Context: an optimization exercise on an open-source flow, tuned for small area, a short achievable clock period and few clock cycles per item. The choices shown serve that exercise and are no tape-out recipe.
At most, simulation tests tie the RTL to the original design; equivalence was not proved.
Power and IR drop assume default switching activity.

==> tundra <==
// top_module
module top_module(clk, reset, INIT, READY, DONE,
                  input_ram_en, input_ram_addr, input_ram_data,
                  filter_rom_en, filter_rom_addr, filter_rom_data,
                  conv_valid, conv_out);
Settings: LEC_CHECK=0, CAP_MARGIN=20, CORE_MARGIN=2, CORE_UTILIZATION=55, PLACE_DENSITY=0.75, SETUP_SLACK_MARGIN=3.5, SLEW_MARGIN=20, SYNTH_HIERARCHICAL=1, SYNTH_MINIMUM_KEEP_SIZE=0; clock period 6.0 ns.
standard.sh (not shown) runs the stock make flow with config.mk's settings and CLKGATE_MAP_FILE= SYNTH_SCRIPT=/design/flow/synth_recipe.tcl, a recipe that flattens the netlist after the stock synthesis.
==> flow/flow/run.sh <==
#!/bin/bash
# Layout flow: the standard ORFS flow (standard.sh), with these changes:
#  - port buffers: at the start of global placement, flow/pre_gpl.tcl removes the
#    synthesis buffers (as the standard flow does there) and puts a
#    sky130_fd_sc_hd__buf_4 on every input port and a sky130_fd_sc_hd__buf_1 on every
#    output port, in place of the standard buffer_ports call; they are kept through
#    the step's own remove_buffers and released for timing repair by
#    flow/post_gpl.tcl;
#  - clock tree synthesis arguments: -sink_clustering_enable -repair_clock_nets -dont_use_dummy_load -buf_list sky130_fd_sc_hd__clkbuf_8 -sink_clustering_size 15 -sink_clustering_max_diameter 60
# The whole make output goes to flow_make.log in the work folder; ORFS also keeps
# each step's own log under orfs/logs/.
set -euo pipefail
export CTS_ARGS="-sink_clustering_enable -repair_clock_nets -dont_use_dummy_load -buf_list sky130_fd_sc_hd__clkbuf_8 -sink_clustering_size 15 -sink_clustering_max_diameter 60"
bash standard.sh "DONT_BUFFER_PORTS=1" "PRE_GLOBAL_PLACE_TCL=$PWD/flow/pre_gpl.tcl" "POST_GLOBAL_PLACE_TCL=$PWD/flow/post_gpl.tcl" "CTS_ARGS=$CTS_ARGS" "POST_GLOBAL_ROUTE_TCL=$PWD/flow/post_grt.tcl" finish > flow_make.log 2>&1
==> flow/flow/post_gpl.tcl <==
# Let timing repair resize the port buffers again.
unset_dont_touch [get_cells {input* output*}]
==> flow/flow/post_grt.tcl <==
# Area recovery after global routing: downsize cells on paths whose slack exceeds
# the flow's setup margin (repair_timing's power-recovery mode), then reroute the
# changed nets and rewrite the route guides.
global_route -start_incremental
repair_timing -recover_power 100 -setup_margin $::env(SETUP_SLACK_MARGIN) -verbose
global_route -end_incremental
estimate_parasitics -global_routing
report_worst_slack -max
write_guides $::env(RESULTS_DIR)/route.guide
==> flow/flow/pre_gpl.tcl <==
# Buffer every input and output port (the standard flow's buffer_ports, with chosen cells).
remove_buffers
buffer_ports -inputs -buffer_cell sky130_fd_sc_hd__buf_4
buffer_ports -outputs -buffer_cell sky130_fd_sc_hd__buf_1
set_dont_touch [get_cells {input* output*}]
puts "port buffers: [llength [get_cells {input* output*}]]"
==> inputs of ember, as changes to tundra <==
--- a/flow/flow/run.sh
+++ b/flow/flow/run.sh
@@ -12,3 +12,3 @@
 set -euo pipefail
 export CTS_ARGS="-sink_clustering_enable -repair_clock_nets -dont_use_dummy_load -buf_list sky130_fd_sc_hd__clkbuf_8 -sink_clustering_size 15 -sink_clustering_max_diameter 60"
-bash standard.sh "DONT_BUFFER_PORTS=1" "PRE_GLOBAL_PLACE_TCL=$PWD/flow/pre_gpl.tcl" "POST_GLOBAL_PLACE_TCL=$PWD/flow/post_gpl.tcl" "CTS_ARGS=$CTS_ARGS" "POST_GLOBAL_ROUTE_TCL=$PWD/flow/post_grt.tcl" finish > flow_make.log 2>&1
+bash standard.sh "DONT_BUFFER_PORTS=1" "PRE_GLOBAL_PLACE_TCL=$PWD/flow/pre_gpl.tcl" "POST_GLOBAL_PLACE_TCL=$PWD/flow/post_gpl.tcl" "CTS_ARGS=$CTS_ARGS" finish > flow_make.log 2>&1
--- a/flow/config.mk
+++ b/flow/config.mk
@@ -8,6 +8,6 @@
 export CAP_MARGIN = 20
 export CORE_MARGIN = 2
-export CORE_UTILIZATION = 55
-export PLACE_DENSITY = 0.75
+export CORE_UTILIZATION = 60
+export PLACE_DENSITY = 0.8
 export SETUP_SLACK_MARGIN = 3.5
 export SLEW_MARGIN = 20
removed: flow/flow/post_grt.tcl
==> inputs of violet, as changes to tundra <==
--- a/flow/flow/run.sh
+++ b/flow/flow/run.sh
@@ -12,3 +12,3 @@
 set -euo pipefail
 export CTS_ARGS="-sink_clustering_enable -repair_clock_nets -dont_use_dummy_load -buf_list sky130_fd_sc_hd__clkbuf_8 -sink_clustering_size 15 -sink_clustering_max_diameter 60"
-bash standard.sh "DONT_BUFFER_PORTS=1" "PRE_GLOBAL_PLACE_TCL=$PWD/flow/pre_gpl.tcl" "POST_GLOBAL_PLACE_TCL=$PWD/flow/post_gpl.tcl" "CTS_ARGS=$CTS_ARGS" "POST_GLOBAL_ROUTE_TCL=$PWD/flow/post_grt.tcl" finish > flow_make.log 2>&1
+bash standard.sh "DONT_BUFFER_PORTS=1" "PRE_GLOBAL_PLACE_TCL=$PWD/flow/pre_gpl.tcl" "POST_GLOBAL_PLACE_TCL=$PWD/flow/post_gpl.tcl" "CTS_ARGS=$CTS_ARGS" finish > flow_make.log 2>&1
--- a/flow/config.mk
+++ b/flow/config.mk
@@ -10,5 +10,5 @@
 export CORE_UTILIZATION = 55
 export PLACE_DENSITY = 0.75
-export SETUP_SLACK_MARGIN = 3.5
+export SETUP_SLACK_MARGIN = 3.7
 export SLEW_MARGIN = 20
 export SYNTH_HIERARCHICAL = 1
removed: flow/flow/post_grt.tcl
==> impl_metrics.toml <==
[run_status]
outcome = "timing/DRC/antenna clean"

[drt]
dr_wl_met3_um = 7130
wire_per_inst_um = 26.5

[final_layout]
syn2layout_area_growth_pct = 12.4
final_cells = 2250
multi_input_area_share_pct = 60.5
layout-drive-gt1-share_pct = 24.5
layout_common_cells = "nand2_1, dfxtp_1, fa_1"

[global_routing]
met3_usage_pct = 10.6

[worst_setup_path]
arrival_ns = 2.92

[place]
dpl_worst_slack_ns = 3.04
place_hpwl_um = 48800
dp.cells = 2209

[cts]
clock_latency_ns = 0.57

[floorplan]
die_w_um = 191

[power]
clockPowerShare_pct = 11.4
the above is filed under ember

==> impl_metrics.toml <==
[run_status]
outcome = "timing/DRC/antenna clean"

[cts]
post_cts.repair.setup_buffers = 17
cts_tree = "yes"
clock_latency_ns = 0.62

[final_layout]
multi_input_area_share_pct = 61.0
layout_common_cells = "fa_2, nand2_1, dfxtp_1"
nNonClkBuffers = 196
syn2layout_area_growth_pct = 21.9
multiInputCombCellCount = 1228

[power]
clockPowerShare_pct = 10.1
vdd_drop_max_mv = 0.243
power.group.top = "combinational logic"

[floorplan]
die_w_um = 199

[place]
dp.cells = 2265
place_hpwl_um = 50400
dpl_worst_slack_ns = 3.04

[sta]
hold_violations = 0

[global_routing]
gr-usage-met2_pct = 53.0

[drt]
dr_wl_met3_um = 5660
wire_per_inst_um = 26.3

[worst_setup_path]
critical-path-max-stage-delay_ns = 0.53
arrival_ns = 3.04
the above is filed under violet

==> impl_metrics.toml <==
[worst_setup_path]
arrival_ns = 3.78
critical-path-max-stage-delay_ns = 0.54

[final_layout]
syn2layout_area_growth_pct = 11.1
multi_input_area_share_pct = 60.2
final_cells = 2304
final_nets = 2440
multi_input_area_um2 = 14000

[drt]
wire_per_inst_um = 25.6
dr_wl_met3_um = 6520

[power]
clockPowerShare_pct = 11.3

[run_status]
outcome = "timing/DRC/antenna clean"

[sta]
fin_crit_sh_pct = 55.1

[cts]
clock_latency_ns = 0.59
cts_root_buffer = "clkbuf_8"

[yosys]
synthArstFlopShare_pct = 0

[floorplan]
die_w_um = 199

[place]
place_hpwl_um = 49000
dpl_worst_slack_ns = 3.01

[global_routing]
met3_usage_pct = 8.05
the above is filed under tundra

Testbench counts of tundra, summed over its fixed seeds: cycles 8,320, items 4,112.
Testbench counts of ember, summed over its fixed seeds: cycles 8,320, items 4,112.
Testbench counts of violet, summed over its fixed seeds: cycles 8,320, items 4,112.

* * *

==> inputs of run a <==
Another version of the RTL of top_module (not shown whole).
make LEC_CHECK=0 CAP_MARGIN=20 CORE_MARGIN=2 CORE_UTILIZATION=40 PLACE_DENSITY=0.6 SLEW_MARGIN=20 SYNTH_HIERARCHICAL=1 SYNTH_MINIMUM_KEEP_SIZE=0 finish   # period 6.0 ns
run.sh (not shown) runs the stock make flow with config.mk's settings and CLKGATE_MAP_FILE= SYNTH_SCRIPT=/design/flow/synth_recipe.tcl, a recipe that flattens the netlist after the stock synthesis.
Stock flow here: none of the scripts above is used.
==> run b (differences from run a) <==
- SETUP_SLACK_MARGIN: unset -> 3.6
==> run c (differences from run a) <==
- SETUP_SLACK_MARGIN: unset -> 3.0
==> comparison table <==
Global Route met3 Usage: run c 6.23%; run a 3.94%; run b 3.67%
Final setup skew: run c 0.0196 ns; run a 0.0359 ns; run b 0.0247 ns
Routed wire length on met3: run c 4210 µm; run a 3260 µm; run b 2990 µm
Layout clock buffers: run c 47; run a 50; run b 49
Hold slack: run c 0.324 ns; run a 0.327 ns; run b 0.326 ns
DR WL/cell: run c 22.0 µm; run a 21.6 µm; run b 22.4 µm
Weighted congestion at the end of routability-driven global placement: run c 0.909; run a 0.906; run b 0.919
Utilization of the core after routing: run c 48.4%; run a 47.2%; run b 54.3%
Required time at the endpoint of the critical path: run c 6.43 ns; run a 6.45 ns; run b 6.44 ns
Net Sw Power: run c 5.20 mW; run a 4.94 mW; run b 5.44 mW
Post-route setup slack: run c 3.01 ns; run a 2.31 ns; run b 3.00 ns
Fraction of power consumed by sequential logic: run c 25.6%; run a 26.4%; run b 24.3%
Post_cts resized: run c 59; run a 0; run b 620
Antenna cell count: run c 0; run a 0; run b 1
Data buffer area share: run c 7.74%; run a 7.02%; run b 10.6%
Portion of total power attributed to the clock network: run c 17.8%; run a 19.3%; run b 17.6%
GRT met1 Usage: run c 25.4%; run a 26.8%; run b 28.4%
Vias per cell: run c 5.00; run a 4.98; run b 4.99
Worst R2R Setup Slack: run c 3.01 ns; run a 2.31 ns; run b 3.00 ns
Maximum resistive drop on vdd: run c 0.000343 V; run a 0.000359 V; run b 0.000350 V
Status: run c complete, no violations; run a complete, no violations; run b complete, no violations
Fraction of met2 tracks used by global routing: run c 38.1%; run a 38.1%; run b 41.2%
Wire length of the first global-routing pass: run c 85200 µm; run a 84500 µm; run b 89700 µm
Worst path slowest cell: run c sky130_fd_sc_hd__fa_2; run a sky130_fd_sc_hd__dfxtp_1; run b sky130_fd_sc_hd__fa_2
Critical path fanouts, max: run c 5; run a 21; run b 10
No run of this note included a check of the RTL's function; only the layout flow was run.

static timing again, ports no longer ideal:
The flow's constraints put no driver on any port. The routed layouts listed below were extracted and timed again, unchanged, in two steps.
Step 1 (the two cells are an assumption about what drives the block):
set clk [get_ports {clk}]
set_driving_cell -lib_cell sky130_fd_sc_hd__clkbuf_16 $clk
set_driving_cell -lib_cell sky130_fd_sc_hd__buf_2 [delete_from_list [all_inputs] $clk]
Step 2 moves the port delays by t, midway between the first and last clock arrival at a register: inputs arrive t later, outputs are due t later. That takes back most of the time a late clock gives input paths.
Three values: ideal ports, drivers, drivers and shift; two values: the first two.
| run | t, ns | setup slack, ns | hold slack, ns | worst setup path at the end | worst slew at a driven data input, ns |
|---|---|---|---|---|---|
| tundra | 0.601 | 2.692 / 2.692 / 2.355 | 0.315 / 0.315 / 0.315 | input to register | 0.04 |
| ember | 0.599 | 3.522 / 3.522 / 3.004 | 0.301 / 0.301 / 0.301 | input to register | 0.05 |
| violet | 0.645 | 3.491 / 3.491 / 3.062 | 0.321 / 0.321 / 0.321 | input to register | 0.07 |
| run a | 0.597 | 2.312 / 2.312 / 2.312 | 0.327 / 0.327 / 0.327 | register to register | 0.06 |
| run b | 0.619 | 3.000 / 3.000 / 3.000 | 0.326 / 0.326 / 0.326 | register to register | 0.04 |
| run c | 0.613 | 3.011 / 3.011 / 3.011 | 0.324 / 0.324 / 0.324 | register to register | 0.06 |
After both steps setup and hold are still met in every run listed. The setup slack of ember, which loses most, moves by 0.000 ns with the drivers and by -0.518 ns with both steps.
